What follows belongs to an exercise in optimizing a design on an open flow for small area and a short achievable clock period; a production flow would make more cautious choices.
Function was checked by simulation only, so behaviour that the tests miss may differ from the original.
No activity file was given, so power comes from the tool's default toggle rates.

branch lagoon:
==> flow/design.v <==
module CPU(clk,rst,data_out,instr_out,instr_read,data_read,instr_addr,data_addr,data_write,data_in);
input             clk;
input             rst;
input      [31:0] data_out;
input      [31:0] instr_out;
output            instr_read;
output     [31:0] instr_addr;
output            data_read;
output     [31:0] data_addr;
output     [3:0]  data_write;
output     [31:0] data_in;
localparam OP_LOAD   = 7'b0000011,
           OP_IMM    = 7'b0010011,
           OP_AUIPC  = 7'b0010111,
           OP_STORE  = 7'b0100011,
           OP_OP     = 7'b0110011,
           OP_LUI    = 7'b0110111,
           OP_BRANCH = 7'b1100011,
           OP_JALR   = 7'b1100111,
           OP_JAL    = 7'b1101111;
localparam F_ADD = 4'd0, F_SUB = 4'd1, F_SLL = 4'd2, F_SLT = 4'd3, F_SLTU = 4'd4,
           F_XOR = 4'd5, F_OR  = 4'd6, F_AND = 4'd7, F_SRL = 4'd8, F_SRA  = 4'd9;
assign instr_read = 1'b1;
reg  [31:0] pc;
reg  [31:0] x1, x2;      
reg  [31:0] a1, a2;      
reg  [4:0]  e_rd;
reg  [2:0]  e_f3;
reg  [3:0]  e_fn;
reg         e_sub;
reg         e_wen;       
reg         e_load;
reg         e_store;
reg         e_jal;       
reg         e_br;        
reg  [31:0] rf [1:31];
reg  [31:1] rf_v;
wire [32:0] as;
wire [31:0] ap, ag;      
Alu_Add u_as(.a(x1), .b(x2), .sub(e_sub), .s(as), .p(ap), .g(ag));
wire        ltu  = ~as[32];
wire        lt   = ltu ^ x1[31] ^ x2[31];
wire        eq   = &ap;     
wire [4:0]  sh   = x2[4:0];
wire        sll  = (e_fn == F_SLL);
reg  [31:0] x1_rev, sh_rev;
integer k;
always @(*) for (k = 0; k < 32; k = k + 1) x1_rev[k] = x1[31-k];
wire [31:0] sh_in  = sll ? x1_rev : x1;
wire        sh_fill = (e_fn == F_SRA) & x1[31];
wire [31:0] sh_s1  = sh[0] ? {{1{sh_fill}},  sh_in[31:1]}  : sh_in;
wire [31:0] sh_s2  = sh[1] ? {{2{sh_fill}},  sh_s1[31:2]}  : sh_s1;
wire [31:0] sh_s3  = sh[2] ? {{4{sh_fill}},  sh_s2[31:4]}  : sh_s2;
wire [31:0] sh_s4  = sh[3] ? {{8{sh_fill}},  sh_s3[31:8]}  : sh_s3;
wire [31:0] sh_out = sh[4] ? {{16{sh_fill}}, sh_s4[31:16]} : sh_s4;
always @(*) for (k = 0; k < 32; k = k + 1) sh_rev[k] = sh_out[31-k];
reg  [31:0] alu;
always @(*) begin
    case (e_fn)
        F_ADD:   alu = as[31:0];
        F_SUB:   alu = as[31:0];
        F_SLL:   alu = sh_rev;
        F_SLT:   alu = {31'd0, lt};
        F_SLTU:  alu = {31'd0, ltu};
        F_XOR:   alu = ap;
        F_OR:    alu = ap | ag;
        F_AND:   alu = ag;
        F_SRL:   alu = sh_out;
        F_SRA:   alu = sh_out;
        default: alu = 32'd0;
    endcase
end
wire [31:0] ea;
Addr_Add u_ea(.a(a1), .b(a2), .s(ea));
wire [1:0] idx = ea[1:0];
assign data_addr = ea;
assign data_read = e_load;
assign data_in   = e_f3[1] ? x2 : e_f3[0] ? {2{x2[15:0]}} : {4{x2[7:0]}};
reg [3:0] strobe;
always @(*) begin
    strobe = 4'd0;
    if (e_store) begin
        case (e_f3)
            3'b000:  strobe = 4'b0001 << idx;
            3'b001:  strobe = (idx == 2'd0) ? 4'b0011 : 4'b1100;
            3'b010:  strobe = 4'b1111;
            default: strobe = 4'd0;
        endcase
    end
end
assign data_write = strobe;
reg [31:0] ld;
always @(*) begin
    case (e_f3)
        3'b000:  case (idx)
                     2'd0: ld = {{24{data_out[7]}},  data_out[7:0]};
                     2'd1: ld = {{24{data_out[15]}}, data_out[15:8]};
                     2'd2: ld = {{24{data_out[23]}}, data_out[23:16]};
                     default: ld = {{24{data_out[31]}}, data_out[31:24]};
                 endcase
        3'b100:  case (idx)
                     2'd0: ld = {24'd0, data_out[7:0]};
                     2'd1: ld = {24'd0, data_out[15:8]};
                     2'd2: ld = {24'd0, data_out[23:16]};
                     default: ld = {24'd0, data_out[31:24]};
                 endcase
        3'b001:  ld = (idx == 2'd0) ? {{16{data_out[15]}}, data_out[15:0]} : {{16{data_out[31]}}, data_out[31:16]};
        3'b101:  ld = (idx == 2'd0) ? {16'd0, data_out[15:0]} : {16'd0, data_out[31:16]};
        3'b010:  ld = data_out;
        default: ld = 32'd0;
    endcase
end
wire [31:0] wb = e_load ? ld : e_jal ? x2 : alu;
reg cond;
always @(*) begin
    case (e_f3)
        3'b000:  cond = eq;
        3'b001:  cond = ~eq;
        3'b100:  cond = lt;
        3'b101:  cond = ~lt;
        3'b110:  cond = ltu;
        3'b111:  cond = ~ltu;
        default: cond = 1'b0;
    endcase
end
wire        jump   = e_jal | (e_br & cond);
wire [31:0] target = ea;
wire [31:0] pc4    = pc + 32'd4;
always @(posedge clk or posedge rst) begin
    if (rst) pc <= 32'd0;
    else     pc <= jump ? target : pc4;
end
assign instr_addr = pc;
integer r;
always @(posedge clk) begin
    for (r = 1; r < 32; r = r + 1)
        if (e_wen && e_rd == r) rf[r] <= wb;
end
always @(posedge clk or posedge rst) begin
    if (rst) rf_v <= 31'd0;
    else if (e_wen) rf_v[e_rd] <= 1'b1;
end
wire [31:0] in = instr_out;
wire [6:0]  opc = in[6:0];
wire [2:0]  f3  = in[14:12];
wire [4:0]  rd  = in[11:7];
wire [4:0]  rs1 = in[19:15];
wire [4:0]  rs2 = in[24:20];
reg  [31:0] rd1, rd2;
always @(*) begin
    rd1 = 32'd0;
    rd2 = 32'd0;
    for (r = 1; r < 32; r = r + 1) begin
        if (rs1 == r && rf_v[r]) rd1 = rd1 | rf[r];
        if (rs2 == r && rf_v[r]) rd2 = rd2 | rf[r];
    end
end
wire fw1 = e_wen && (e_rd == rs1);
wire fw2 = e_wen && (e_rd == rs2);
wire [31:0] v1 = fw1 ? wb : rd1;
wire [31:0] v2 = fw2 ? wb : rd2;
reg [31:0] imm;
always @(*) begin
    case (opc)
        OP_STORE:          imm = {{21{in[31]}}, in[30:25], in[11:7]};
        OP_LUI, OP_AUIPC:  imm = {in[31:12], 12'd0};
        OP_JAL:            imm = {{12{in[31]}}, in[19:12], in[20], in[30:21], 1'b0};
        default:           imm = {{21{in[31]}}, in[30:20]};
    endcase
end
wire [31:0] immb = {{20{in[31]}}, in[7], in[30:25], in[11:8], 1'b0};
wire d_op  = (opc == OP_OP);
wire d_imm = (opc == OP_IMM);
wire d_br  = (opc == OP_BRANCH);
wire d_st  = (opc == OP_STORE);
wire d_lui = (opc == OP_LUI);
wire d_jal = (opc == OP_JAL) || (opc == OP_JALR);
wire d_wen = (d_op || d_imm || opc == OP_LOAD || opc == OP_AUIPC || opc == OP_LUI || d_jal) && (rd != 5'd0);
wire [31:0] aimm = d_st ? {{21{in[31]}}, in[30:25], in[11:7]}
                 : (opc == OP_JAL) ? {{12{in[31]}}, in[19:12], in[20], in[30:21], 1'b0}
                 : {{21{in[31]}}, in[30:20]};
reg [3:0] d_fn;
always @(*) begin
    d_fn = F_ADD;
    if (d_op || d_imm) begin
        case (f3)
            3'd0: d_fn = (d_op && in[30]) ? F_SUB : F_ADD;
            3'd1: d_fn = F_SLL;
            3'd2: d_fn = F_SLT;
            3'd3: d_fn = F_SLTU;
            3'd4: d_fn = F_XOR;
            3'd5: d_fn = in[30] ? F_SRA : F_SRL;
            3'd6: d_fn = F_OR;
            default: d_fn = F_AND;
        endcase
    end
end
always @(posedge clk) begin
    x1   <= d_lui ? 32'd0 : (opc == OP_AUIPC) ? pc : v1;
    a1   <= (d_br || opc == OP_JAL) ? pc : v1;
    a2   <= d_br ? immb : aimm;
    x2   <= (d_op || d_br || d_st) ? v2 : d_jal ? pc4 : imm;
    e_rd <= rd;
    e_f3 <= f3;
    e_fn <= d_fn;
    e_sub <= d_br || d_fn == F_SUB || d_fn == F_SLT || d_fn == F_SLTU;
end
always @(posedge clk or posedge rst) begin
    if (rst) begin
        e_wen   <= 1'b0;
        e_load  <= 1'b0;
        e_store <= 1'b0;
        e_jal   <= 1'b0;
        e_br    <= 1'b0;
    end else if (jump) begin
        e_wen   <= 1'b0;
        e_load  <= 1'b0;
        e_store <= 1'b0;
        e_jal   <= 1'b0;
        e_br    <= 1'b0;
    end else begin
        e_wen   <= d_wen;
        e_load  <= (opc == OP_LOAD);
        e_store <= d_st;
        e_jal   <= d_jal;
        e_br    <= d_br;
    end
end
endmodule
module Addr_Add(a, b, s);
input  [31:0] a, b;
output [31:0] s;
assign s = a + b;
endmodule
module Alu_Add(a, b, sub, s, p, g);
input  [31:0] a, b;
input         sub;
output [32:0] s;
output [31:0] p, g;      
wire   [31:0] bs = b ^ {32{sub}};
assign p = a ^ bs;
assign g = a & bs;
assign s = {1'b0, a} + {1'b0, bs} + {32'd0, sub};
endmodule
clock: 12.0 ns
lec_check: 0
cap_margin: 40
core_margin: 2
core_utilization: 35
cts_cluster_diameter: 100
cts_cluster_size: 20
place_density: 0.5
setup_slack_margin: 5
slew_margin: 40
synth_hierarchical: 1
standard.sh (not shown) runs the stock make flow with config.mk's settings and CLKGATE_MAP_FILE= SYNTH_SCRIPT=/design/flow/synth_recipe.tcl, a recipe that flattens the netlist after the stock synthesis.
==> flow/flow/run.sh <==
#!/bin/bash
# The standard layout (standard.sh: standard synthesis, floorplan,
# placement, CTS, routing), made with two changes:
#  - the resizer's setup repair aims past the 12 ns clock (larger margin);
#  - the port buffers are buf_2 cells instead of delay buffers.
# The clock period and constraints are unchanged; every port keeps a buffer.
set -euo pipefail
bash standard.sh SETUP_SLACK_MARGIN=6.5 "BUFFER_PORTS_ARGS=-buffer_cell sky130_fd_sc_hd__buf_2" finish > standard_flow.log 2>&1
--- input diff branch lagoon..branch indigo ---
--- a/flow/design.v
+++ b/flow/design.v
@@ -144,17 +144,20 @@
 wire [6:0]  opc = in[6:0];
 wire [2:0]  f3  = in[14:12];
 wire [4:0]  rd  = in[11:7];
 wire [4:0]  rs1 = in[19:15];
 wire [4:0]  rs2 = in[24:20];
+wire [31:1] sel1, sel2;
+Reg_Sel u_sel1(.addr(rs1), .valid(rf_v), .sel(sel1));
+Reg_Sel u_sel2(.addr(rs2), .valid(rf_v), .sel(sel2));
 reg  [31:0] rd1, rd2;
 always @(*) begin
     rd1 = 32'd0;
     rd2 = 32'd0;
     for (r = 1; r < 32; r = r + 1) begin
-        if (rs1 == r && rf_v[r]) rd1 = rd1 | rf[r];
-        if (rs2 == r && rf_v[r]) rd2 = rd2 | rf[r];
+        if (sel1[r]) rd1 = rd1 | rf[r];
+        if (sel2[r]) rd2 = rd2 | rf[r];
     end
 end
 wire fw1 = e_wen && (e_rd == rs1);
 wire fw2 = e_wen && (e_rd == rs2);
 wire [31:0] v1 = fw1 ? wb : rd1;
@@ -240,5 +243,12 @@
 wire   [31:0] bs = b ^ {32{sub}};
 assign p = a ^ bs;
 assign g = a & bs;
 assign s = {1'b0, a} + {1'b0, bs} + {32'd0, sub};
 endmodule
+module Reg_Sel(addr, valid, sel);
+input  [4:0]  addr;
+input  [31:1] valid;
+output reg [31:1] sel;
+integer r;
+always @(*) for (r = 1; r < 32; r = r + 1) sel[r] = (addr == r) && valid[r];
+endmodule
==> summary.txt <==
branch indigo: total half-perimeter wirelength after legalization and detailed placement higher than branch lagoon. Between branch lagoon and branch indigo, global placer's final weighted congestion decreased. Summary of branch indigo over branch lagoon: clock power closely matched the old numbers, share of cells above drive strength 1 increased by 1.5 points relative to the old numbers, multi-input gate share of the layout cell area increased by 0.31 points relative to the old numbers, proportion of power drawn by the clock network decreased by 0.9 points relative to the old numbers. branch indigo against branch lagoon: die outline area saw an increase; number of DRC violations after detailed-routing iteration 0 decreased by 65 relative to the old numbers; die span in y roughly the same.

## re-timing with driven ports
No port has a modelled driver above. Below, the same layouts with a new extraction and two added sets of constraints.
Step 1 (the two cells are an assumption about what drives the block):
set clk [get_ports {clk}]
set_driving_cell -lib_cell sky130_fd_sc_hd__clkbuf_16 $clk
set_driving_cell -lib_cell sky130_fd_sc_hd__buf_2 [delete_from_list [all_inputs] $clk]
Step 2, shift: input delay + t, output delay - t, t = (earliest + latest rising clock arrival at the registers) / 2. This alone moves slack from input paths to output paths.
Three values: ideal ports, drivers, drivers and shift; two values: the first two.
run | shift t [ns] | setup slack, ns | clock arrival spread, ns | cell pins on the clock port's net
branch lagoon | 0.790 | 6.395 / 6.345 / 5.663 | 0.079 / 0.079 | 1
branch indigo | 0.820 | 6.396 / 6.332 / 5.635 | 0.052 / 0.052 | 1
After both steps setup and hold are still met in every run listed. For branch indigo, which loses most, drivers alone change the setup slack by -0.064 ns; drivers and shift together by -0.761 ns.
